This design comes from an exercise in tuning for a short achievable clock period and few clock cycles per item on the open sky130 flow, not from production work. The RTL was checked by simulation tests, not by an equivalence proof against the original design.

==> inputs of v24 <==
==> flow/design.v (excerpt) <==
module wisc_pipe (
   imem_addr, dmem_addr, dmem_wdata, dmem_rd, dmem_wr, halt,
   clk, rst, imem_rdata, dmem_rdata, mem_ready
   );
   input clk;
   input rst;
   output [15:0] imem_addr;
   input [15:0]  imem_rdata;
   output [15:0] dmem_addr;
   output [15:0] dmem_wdata;
   output        dmem_rd;
   output        dmem_wr;
   input [15:0]  dmem_rdata;
   input         mem_ready;
   output        halt;
   function [11:0] pdec;
      input [15:0] w;
      reg we, br, ld, st, stu, jreg, hlt, lbi, link;
      reg [2:0] dst;
      reg [4:0] o;
      begin
         o    = w[15:11];
         br   = (o[4:2] == 3'b011);
         ld   = (o == 5'b10001);
         st   = (o == 5'b10000) | (o == 5'b10011);
         stu  = (o == 5'b10011);
         jreg = (o == 5'b00101) | (o == 5'b00111);
         hlt  = (o == 5'b00000);
         lbi  = (o == 5'b11000);
         link = (o == 5'b00110) | (o == 5'b00111);
         we   = 1'b0;
  ...
export LEC_CHECK = 0
export CAP_MARGIN = 20
export CORE_MARGIN = 2
export CORE_UTILIZATION = 40
export SLEW_MARGIN = 20
export SYNTH_HIERARCHICAL = 1
create_clock -name core_clock -period 10.0 [get_ports {clk}]
standard.sh (not shown) runs the stock make flow with config.mk's settings and CLKGATE_MAP_FILE= SYNTH_SCRIPT=/design/flow/synth_recipe.tcl, a recipe that flattens the netlist after the stock synthesis.
==> flow/flow/run.sh <==
#!/bin/bash
# The standard layout (standard.sh), with knobs changed for a faster
# layout; the SDC is unchanged:
#  - synthesis maps adders with ABC like the rest of the logic instead of
#    extracting full/half-adder cells (ADDER_MAP_FILE empty); registers are
#    the standard synthesis's;
#  - the port buffers are buf_4 cells (the default choice is a weak
#    delay buffer, slow on the output paths).
set -euo pipefail
bash standard.sh ADDER_MAP_FILE= SETUP_SLACK_MARGIN=7 TNS_END_PERCENT=100 \
  "BUFFER_PORTS_ARGS=-buffer_cell sky130_fd_sc_hd__buf_4" finish > standard_finish.log 2>&1
==> inputs of v22, as changes to v24 <==
--- a/flow/design.v
+++ b/flow/design.v
@@ -46,13 +46,12 @@
    reg        stopped;           
    reg        halt_q;
    reg        d_v;               
    reg [15:0] d_ir;
    reg [15:0] d_pc2;             
    reg        d_pt;              
-   reg [15:0] d_btgt;            
    reg        d_we, d_br, d_ld, d_st, d_stu, d_jreg, d_halt, d_lbi, d_link;
    reg [2:0]  d_dst;
    reg [7:0]  d_rs_oh, d_rt_oh;  
    reg        d_fxrs, d_fxrt;    
    reg        d_fwrs, d_fwrt;    
    reg        w_we;              
@@ -118,12 +117,16 @@
    end
    wire [15:0] rs_rw = d_fwrs ? w_val : rf_rs;
    wire [15:0] rt_rw = d_fwrt ? w_val : rf_rt;
    wire [15:0] x_early_val = r_stu ? x_addr : x_eval;
    wire [15:0] rsv = d_fxrs ? x_early_val : rs_rw;    
    wire rs_late    = d_fxrs & ~x_early;
+   wire [15:0] zp_p = rsv ^ s5;
+   wire [15:0] zp_o = rsv | s5;
+   wire        zp_zero  = i_subi ? (rsv == s5) : (~zp_p[0] & (zp_p[15:1] == zp_o[14:0]));
+   wire        zp_valid = d_v & (i_addi | i_subi) & ~rs_late;
    wire br_eqne  = ~op[1];                         
    wire rs_zero  = rs_late ? xsum_zero : (rsv == 16'h0000);
    wire rs_neg   = rsv[15];
    reg  br_taken;
    always @(*) begin
       case (op[1:0])
@@ -135,13 +138,14 @@
    end
    wire haz_d = d_v & rs_late &
                 (d_ld | d_st | d_jreg | (d_br & ~(br_eqne & x_addt)));
    wire [15:0] agu, jr_tgt;
    wp_adds5 u_agu (.b(rsv), .i(d_ir[4:0]), .s(agu));
    wp_adds8 u_jrt (.b(rsv), .i(d_ir[7:0]), .s(jr_tgt));
-   wire [15:0] br_tgt  = d_btgt;
+   wire [15:0] br_tgt;
+   wp_adds8 u_brt (.b(d_pc2), .i(d_ir[7:0]), .s(br_tgt));
    wire        i_j     = (op == 5'b00100) | (op == 5'b00110);    
    wire [16:0] j_sum;
    wp_add16 u_jt (.a(d_pc2), .b({{5{d_ir[10]}}, d_ir[10:0]}), .ci(1'b0), .s(j_sum));
    wire [15:0] j_tgt   = j_sum[15:0];
    wire        br_miss = d_br & (br_taken != d_pt) & (d_ir[7:0] != 8'h00);
    wire        redir_x = x_v & x_jr;
@@ -149,21 +153,23 @@
                          ~redir_x & d_v & ~rs_late & br_miss |
                          ~redir_x & d_v & rs_late & d_br & br_eqne & x_addt & br_miss;
    wire [15:0] tgt_d   = i_j ? j_tgt : (br_taken ? br_tgt : d_pc2);
    wire hold_d = haz_d | stall_x;
    wire [15:0] iw   = imem_rdata;
    wire [11:0] f_dec = pdec(iw);
-   wire [15:0] pc2  = pc + 16'd2;
+   wire [15:0] pc2;
+   wire [7:0]  ph, ph_m4, ph_m3, ph_m2, ph_m1, ph_p1, ph_p2, ph_p3, ph_p4;
+   wp_pcinc u_pcinc (.pc(pc), .pc2(pc2), .ph_m4(ph_m4), .ph_m3(ph_m3),
+                     .ph_m2(ph_m2), .ph_m1(ph_m1), .ph_p1(ph_p1), .ph_p2(ph_p2),
+                     .ph_p3(ph_p3), .ph_p4(ph_p4));
+   assign ph = pc2[15:8];
    wire        f_br = (iw[15:13] == 3'b011);
    wire        f_j  = (iw[15:13] == 3'b001) & ~iw[11];    
-   wire        f_pt = f_j | (f_br & (iw[7] | iw[11]));
+   wire        f_zp = zp_valid & (iw[15:12] == 4'b0110) & (iw[10:8] == d_ir[7:5]);
+   wire        f_pt = f_j | (f_br & (f_zp ? (iw[11] ^ zp_zero) : (iw[7] | iw[11])));
    wire [15:0] f_tgt;
-   wire [7:0]  ph = pc2[15:8];
-   wire [7:0]  ph_m4 = ph - 8'd4, ph_m3 = ph - 8'd3, ph_m2 = ph - 8'd2,
-               ph_m1 = ph - 8'd1, ph_p1 = ph + 8'd1, ph_p2 = ph + 8'd2,
-               ph_p3 = ph + 8'd3, ph_p4 = ph + 8'd4;
    wp_ftgt u_ftgt (.lo(pc2[7:0]), .ph(ph), .ph_p1(ph_p1), .ph_p2(ph_p2),
                    .ph_p3(ph_p3), .ph_p4(ph_p4), .ph_m1(ph_m1), .ph_m2(ph_m2),
                    .ph_m3(ph_m3), .ph_m4(ph_m4), .iw(iw), .tgt(f_tgt));
    wire f_go = ~stopped & ~haz_d & mem_ready;     
    always @(posedge clk) begin
       if (rst) begin
@@ -209,13 +215,12 @@
    end
    always @(posedge clk) begin
       if (~hold_d) begin
          d_ir  <= iw;
          d_pc2 <= pc2;
          d_pt  <= f_pt;
-         d_btgt <= f_tgt;
          {d_we, d_dst, d_br, d_ld, d_st, d_stu, d_jreg, d_halt, d_lbi, d_link} <= f_dec;
          d_rs_oh <= 8'b1 << iw[10:8];
          d_rt_oh <= 8'b1 << iw[7:5];
       end
    end
    always @(posedge clk) begin
@@ -335,36 +340,23 @@
    wire [16:0] xs_add, xs_dif_c, xs_sub_c;
    wp_add16 u_xadd (.a(a), .b(b),  .ci(1'b0), .s(xs_add));
    wp_add16 u_xdif (.a(a), .b(~b), .ci(1'b1), .s(xs_dif_c));
    wp_add16 u_xsub (.a(a), .b(~b), .ci(1'b0), .s(xs_sub_c));
    wire [15:0] xs_dif = xs_dif_c[15:0];
    wire [15:0] xs_sub = ~xs_sub_c[15:0];
-   wire [3:0]  xsh  = b[3:0];
-   wire [31:0] rol2 = {a, a} << xsh;
-   wire [31:0] ror2 = {a, a} >> xsh;
    assign eq = (a == b);
    wire        xlt  = (a[15] ^ b[15]) ? a[15] : xs_dif[15];
-   reg  [15:0] xbtr;
-   integer     k;
-   always @(*) for (k = 0; k < 16; k = k + 1) xbtr[k] = a[15-k];
-   assign res =
-        ({16{r_add}}  & xs_add[15:0])
+   wire [15:0] misc;
+   wp_misc u_misc (.a(a), .b(b), .r_xor(r_xor), .r_andn(r_andn), .r_rol(r_rol),
+                   .r_sll(r_sll), .r_ror(r_ror), .r_srl(r_srl), .r_btr(r_btr),
+                   .r_slbi(r_slbi), .res(misc));
+   assign res = misc
+      | ({16{r_add}}  & xs_add[15:0])
       | ({16{r_sub}}  & xs_sub)
-      | ({16{r_xor}}  & (a ^ b))
-      | ({16{r_andn}} & (a & ~b))
-      | ({16{r_rol}}  & rol2[31:16])
-      | ({16{r_sll}}  & (a << xsh))
-      | ({16{r_ror}}  & ror2[15:0])
-      | ({16{r_srl}}  & (a >> xsh))
-      | ({16{r_btr}}  & xbtr)
-      | ({16{r_seq}}  & {15'b0, eq})
-      | ({16{r_slt}}  & {15'b0, xlt})
-      | ({16{r_sle}}  & {15'b0, xlt | eq})
-      | ({16{r_sco}}  & {15'b0, xs_add[16]})
-      | ({16{r_slbi}} & {a[7:0], b[7:0]})
-;
+      | {15'b0, (r_seq & eq) | (r_slt & xlt) | (r_sle & (xlt | eq)) |
+                (r_sco & xs_add[16])};
 endmodule
 module wp_xnext (alu_res, x_eval, x_addr, ld_data, r_ev, r_stu, r_ld,
                  rs_rw, rt_rw, fxrs, fxrt, b_useimm, b_imm,
                  res, a_n, b_n, sd_n);
    input [15:0] alu_res, x_eval, x_addr, ld_data, rs_rw, rt_rw, b_imm;
    input r_ev, r_stu, r_ld, fxrs, fxrt, b_useimm;
@@ -379,18 +371,61 @@
                 iw, tgt);
    input [7:0] lo, ph, ph_p1, ph_p2, ph_p3, ph_p4, ph_m1, ph_m2, ph_m3, ph_m4;
    input [15:0] iw;
    output [15:0] tgt;
    wire        f_j  = (iw[15:13] == 3'b001) & ~iw[11];
    wire [8:0]  l    = {1'b0, lo} + {1'b0, iw[7:0]};
-   wire [2:0]  hk   = f_j ? iw[10:8] : {3{iw[7]}};
-   wire [7:0]  hs   = 8'b1 << hk;
-   wire [7:0]  hi0 = ({8{hs[0]}} & ph)    | ({8{hs[1]}} & ph_p1) |
-                     ({8{hs[2]}} & ph_p2) | ({8{hs[3]}} & ph_p3) |
-                     ({8{hs[4]}} & ph_m4) | ({8{hs[5]}} & ph_m3) |
-                     ({8{hs[6]}} & ph_m2) | ({8{hs[7]}} & ph_m1);
-   wire [7:0]  hi1 = ({8{hs[0]}} & ph_p1) | ({8{hs[1]}} & ph_p2) |
-                     ({8{hs[2]}} & ph_p3) | ({8{hs[3]}} & ph_p4) |
-                     ({8{hs[4]}} & ph_m3) | ({8{hs[5]}} & ph_m2) |
-                     ({8{hs[6]}} & ph_m1) | ({8{hs[7]}} & ph);
-   assign tgt = {({8{l[8]}} & hi1) | ({8{~l[8]}} & hi0), l[7:0]};
+   reg  [7:0]  hj0, hj1;
+   always @(*) begin
+      case (iw[10:8])
+         3'd0: begin hj0 = ph;    hj1 = ph_p1; end
+         3'd1: begin hj0 = ph_p1; hj1 = ph_p2; end
+         3'd2: begin hj0 = ph_p2; hj1 = ph_p3; end
+         3'd3: begin hj0 = ph_p3; hj1 = ph_p4; end
+         3'd4: begin hj0 = ph_m4; hj1 = ph_m3; end
+         3'd5: begin hj0 = ph_m3; hj1 = ph_m2; end
+         3'd6: begin hj0 = ph_m2; hj1 = ph_m1; end
+         default: begin hj0 = ph_m1; hj1 = ph; end
+      endcase
+   end
+   wire [7:0]  hb0 = iw[7] ? ph_m1 : ph;
+   wire [7:0]  hb1 = iw[7] ? ph : ph_p1;
+   wire [7:0]  hi0 = f_j ? hj0 : hb0;
+   wire [7:0]  hi1 = f_j ? hj1 : hb1;
+   assign tgt = {l[8] ? hi1 : hi0, l[7:0]};
+endmodule
+module wp_misc (a, b, r_xor, r_andn, r_rol, r_sll, r_ror, r_srl, r_btr, r_slbi,
+                res);
+   input [15:0] a, b;
+   input r_xor, r_andn, r_rol, r_sll, r_ror, r_srl, r_btr, r_slbi;
+   output [15:0] res;
+   wire [3:0]  xsh  = b[3:0];
+   wire [31:0] rol2 = {a, a} << xsh;
+   wire [31:0] ror2 = {a, a} >> xsh;
+   reg  [15:0] xbtr;
+   integer     k;
+   always @(*) for (k = 0; k < 16; k = k + 1) xbtr[k] = a[15-k];
+   assign res =
+        ({16{r_xor}}  & (a ^ b))
+      | ({16{r_andn}} & (a & ~b))
+      | ({16{r_rol}}  & rol2[31:16])
+      | ({16{r_sll}}  & (a << xsh))
+      | ({16{r_ror}}  & ror2[15:0])
+      | ({16{r_srl}}  & (a >> xsh))
+      | ({16{r_btr}}  & xbtr)
+      | ({16{r_slbi}} & {a[7:0], b[7:0]});
+endmodule
+module wp_pcinc (pc, pc2, ph_m4, ph_m3, ph_m2, ph_m1, ph_p1, ph_p2, ph_p3, ph_p4);
+   input [15:0] pc;
+   output [15:0] pc2;
+   output [7:0] ph_m4, ph_m3, ph_m2, ph_m1, ph_p1, ph_p2, ph_p3, ph_p4;
+   assign pc2 = pc + 16'd2;
+   wire [7:0] ph = pc2[15:8];
+   assign ph_m4 = ph - 8'd4;
+   assign ph_m3 = ph - 8'd3;
+   assign ph_m2 = ph - 8'd2;
+   assign ph_m1 = ph - 8'd1;
+   assign ph_p1 = ph + 8'd1;
+   assign ph_p2 = ph + 8'd2;
+   assign ph_p3 = ph + 8'd3;
+   assign ph_p4 = ph + 8'd4;
 endmodule
==> inputs of v26, as changes to v24 <==
--- a/flow/design.v
+++ b/flow/design.v
@@ -149,21 +149,22 @@
                          ~redir_x & d_v & ~rs_late & br_miss |
                          ~redir_x & d_v & rs_late & d_br & br_eqne & x_addt & br_miss;
    wire [15:0] tgt_d   = i_j ? j_tgt : (br_taken ? br_tgt : d_pc2);
    wire hold_d = haz_d | stall_x;
    wire [15:0] iw   = imem_rdata;
    wire [11:0] f_dec = pdec(iw);
-   wire [15:0] pc2  = pc + 16'd2;
+   wire [15:0] pc2;
+   wire [7:0]  ph, ph_m4, ph_m3, ph_m2, ph_m1, ph_p1, ph_p2, ph_p3, ph_p4;
+   wp_pcinc u_pcinc (.pc(pc), .pc2(pc2), .ph_m4(ph_m4), .ph_m3(ph_m3),
+                     .ph_m2(ph_m2), .ph_m1(ph_m1), .ph_p1(ph_p1), .ph_p2(ph_p2),
+                     .ph_p3(ph_p3), .ph_p4(ph_p4));
+   assign ph = pc2[15:8];
    wire        f_br = (iw[15:13] == 3'b011);
    wire        f_j  = (iw[15:13] == 3'b001) & ~iw[11];    
    wire        f_pt = f_j | (f_br & (iw[7] | iw[11]));
    wire [15:0] f_tgt;
-   wire [7:0]  ph = pc2[15:8];
-   wire [7:0]  ph_m4 = ph - 8'd4, ph_m3 = ph - 8'd3, ph_m2 = ph - 8'd2,
-               ph_m1 = ph - 8'd1, ph_p1 = ph + 8'd1, ph_p2 = ph + 8'd2,
-               ph_p3 = ph + 8'd3, ph_p4 = ph + 8'd4;
    wp_ftgt u_ftgt (.lo(pc2[7:0]), .ph(ph), .ph_p1(ph_p1), .ph_p2(ph_p2),
                    .ph_p3(ph_p3), .ph_p4(ph_p4), .ph_m1(ph_m1), .ph_m2(ph_m2),
                    .ph_m3(ph_m3), .ph_m4(ph_m4), .iw(iw), .tgt(f_tgt));
    wire f_go = ~stopped & ~haz_d & mem_ready;     
    always @(posedge clk) begin
       if (rst) begin
@@ -335,36 +336,23 @@
    wire [16:0] xs_add, xs_dif_c, xs_sub_c;
    wp_add16 u_xadd (.a(a), .b(b),  .ci(1'b0), .s(xs_add));
    wp_add16 u_xdif (.a(a), .b(~b), .ci(1'b1), .s(xs_dif_c));
    wp_add16 u_xsub (.a(a), .b(~b), .ci(1'b0), .s(xs_sub_c));
    wire [15:0] xs_dif = xs_dif_c[15:0];
    wire [15:0] xs_sub = ~xs_sub_c[15:0];
-   wire [3:0]  xsh  = b[3:0];
-   wire [31:0] rol2 = {a, a} << xsh;
-   wire [31:0] ror2 = {a, a} >> xsh;
    assign eq = (a == b);
    wire        xlt  = (a[15] ^ b[15]) ? a[15] : xs_dif[15];
-   reg  [15:0] xbtr;
-   integer     k;
-   always @(*) for (k = 0; k < 16; k = k + 1) xbtr[k] = a[15-k];
-   assign res =
-        ({16{r_add}}  & xs_add[15:0])
+   wire [15:0] misc;
+   wp_misc u_misc (.a(a), .b(b), .r_xor(r_xor), .r_andn(r_andn), .r_rol(r_rol),
+                   .r_sll(r_sll), .r_ror(r_ror), .r_srl(r_srl), .r_btr(r_btr),
+                   .r_slbi(r_slbi), .res(misc));
+   assign res = misc
+      | ({16{r_add}}  & xs_add[15:0])
       | ({16{r_sub}}  & xs_sub)
-      | ({16{r_xor}}  & (a ^ b))
-      | ({16{r_andn}} & (a & ~b))
-      | ({16{r_rol}}  & rol2[31:16])
-      | ({16{r_sll}}  & (a << xsh))
-      | ({16{r_ror}}  & ror2[15:0])
-      | ({16{r_srl}}  & (a >> xsh))
-      | ({16{r_btr}}  & xbtr)
-      | ({16{r_seq}}  & {15'b0, eq})
-      | ({16{r_slt}}  & {15'b0, xlt})
-      | ({16{r_sle}}  & {15'b0, xlt | eq})
-      | ({16{r_sco}}  & {15'b0, xs_add[16]})
-      | ({16{r_slbi}} & {a[7:0], b[7:0]})
-;
+      | {15'b0, (r_seq & eq) | (r_slt & xlt) | (r_sle & (xlt | eq)) |
+                (r_sco & xs_add[16])};
 endmodule
 module wp_xnext (alu_res, x_eval, x_addr, ld_data, r_ev, r_stu, r_ld,
                  rs_rw, rt_rw, fxrs, fxrt, b_useimm, b_imm,
                  res, a_n, b_n, sd_n);
    input [15:0] alu_res, x_eval, x_addr, ld_data, rs_rw, rt_rw, b_imm;
    input r_ev, r_stu, r_ld, fxrs, fxrt, b_useimm;
@@ -391,6 +379,42 @@
    wire [7:0]  hi1 = ({8{hs[0]}} & ph_p1) | ({8{hs[1]}} & ph_p2) |
                      ({8{hs[2]}} & ph_p3) | ({8{hs[3]}} & ph_p4) |
                      ({8{hs[4]}} & ph_m3) | ({8{hs[5]}} & ph_m2) |
                      ({8{hs[6]}} & ph_m1) | ({8{hs[7]}} & ph);
    assign tgt = {({8{l[8]}} & hi1) | ({8{~l[8]}} & hi0), l[7:0]};
 endmodule
+module wp_misc (a, b, r_xor, r_andn, r_rol, r_sll, r_ror, r_srl, r_btr, r_slbi,
+                res);
+   input [15:0] a, b;
+   input r_xor, r_andn, r_rol, r_sll, r_ror, r_srl, r_btr, r_slbi;
+   output [15:0] res;
+   wire [3:0]  xsh  = b[3:0];
+   wire [31:0] rol2 = {a, a} << xsh;
+   wire [31:0] ror2 = {a, a} >> xsh;
+   reg  [15:0] xbtr;
+   integer     k;
+   always @(*) for (k = 0; k < 16; k = k + 1) xbtr[k] = a[15-k];
+   assign res =
+        ({16{r_xor}}  & (a ^ b))
+      | ({16{r_andn}} & (a & ~b))
+      | ({16{r_rol}}  & rol2[31:16])
+      | ({16{r_sll}}  & (a << xsh))
+      | ({16{r_ror}}  & ror2[15:0])
+      | ({16{r_srl}}  & (a >> xsh))
+      | ({16{r_btr}}  & xbtr)
+      | ({16{r_slbi}} & {a[7:0], b[7:0]});
+endmodule
+module wp_pcinc (pc, pc2, ph_m4, ph_m3, ph_m2, ph_m1, ph_p1, ph_p2, ph_p3, ph_p4);
+   input [15:0] pc;
+   output [15:0] pc2;
+   output [7:0] ph_m4, ph_m3, ph_m2, ph_m1, ph_p1, ph_p2, ph_p3, ph_p4;
+   assign pc2 = pc + 16'd2;
+   wire [7:0] ph = pc2[15:8];
+   assign ph_m4 = ph - 8'd4;
+   assign ph_m3 = ph - 8'd3;
+   assign ph_m2 = ph - 8'd2;
+   assign ph_m1 = ph - 8'd1;
+   assign ph_p1 = ph + 8'd1;
+   assign ph_p2 = ph + 8'd2;
+   assign ph_p3 = ph + 8'd3;
+   assign ph_p4 = ph + 8'd4;
+endmodule
==> flow_summary.toml <==
[routing]
dr_wl_met3_um = 8960
wl_met2_um = 46000

[synthesis]
syn_area_mm2 = 0.0266

[critical_path]
path_delay_family = "multiplexers"

[run_status]
status = "finished clean"

[global_route]
grt_pass1_wl_um = 146000

[final_layout]
syn_to_final_growth_pct = 27.6

[placed_design]
placed_cells = 3532

[pwr]
intPower_uw = 3980
(the above is from v26)
==> flow_summary.toml <==
[pwr]
intPower_uw = 3810

[synthesis]
syn_area_mm2 = 0.0275
syn_avg_cell_area_um2 = 9.27

[final_layout]
syn_to_final_growth_pct = 28.7

[routing]
dr_wl_met3_um = 11100
wl_met2_um = 51500

[critical_path]
path_delay_family = "compound AO/OA/AOI/OAI gates"

[placed_design]
placed_cells = 3753

[global_route]
grt_pass1_wl_um = 165000

[run_status]
status = "finished clean"
(the above is from v22)
==> flow_summary.toml <==
[routing]
wl_met2_um = 47400
dr_wl_met3_um = 12000

[final_layout]
syn_to_final_growth_pct = 32.0
top_register = "rf"

[pwr]
intPower_uw = 3790

[synthesis]
syn_area_mm2 = 0.0263

[worst_hold_path]
worstHoldPathCells = 0

[placed_design]
placed_cells = 3530

[run_status]
status = "finished clean"
(the above is from v24)
Testbench counts of v24, summed over its fixed seeds: cycles 43,182, instrs 39,926.
Testbench counts of v22, summed over its fixed seeds: cycles 41,729, instrs 39,926.
Testbench counts of v26, summed over its fixed seeds: cycles 43,182, instrs 39,926.

==> port drivers added, routing unchanged <==
The flow's constraints put no driver on any port. The routed layouts listed below were extracted and timed again, unchanged, in two steps.
Step 1 sets driving cells, clkbuf_16 on the clock port and buf_2 on the other inputs (assumed; they add their load-dependent delay and slew).
Step 2, shift: input delay + t, output delay - t, t = (earliest + latest rising clock arrival at the registers) / 2. This alone moves slack from input paths to output paths.
Slacks: no drivers / after step 1 / after step 2; pairs: no drivers / after step 1.
| run | t (ns) | slack for setup (ns) | worst setup path after step 2 | worst slew at a driven data input, ns | pins driven straight from the clock port |
|---|---|---|---|---|---|
| v24 | 0.655 | 5.855 / 5.878 / 5.235 | input to register | 0.06 | 1 |
| v22 | 0.637 | 6.361 / 6.361 / 5.764 | input to register | 0.17 | 1 |
| v26 | 0.617 | 6.211 / 6.217 / 5.600 | input to register | 0.06 | 1 |
After both steps every run listed still meets setup and hold. For v24, which loses most, drivers alone change the setup slack by +0.023 ns; drivers and shift together by -0.620 ns.
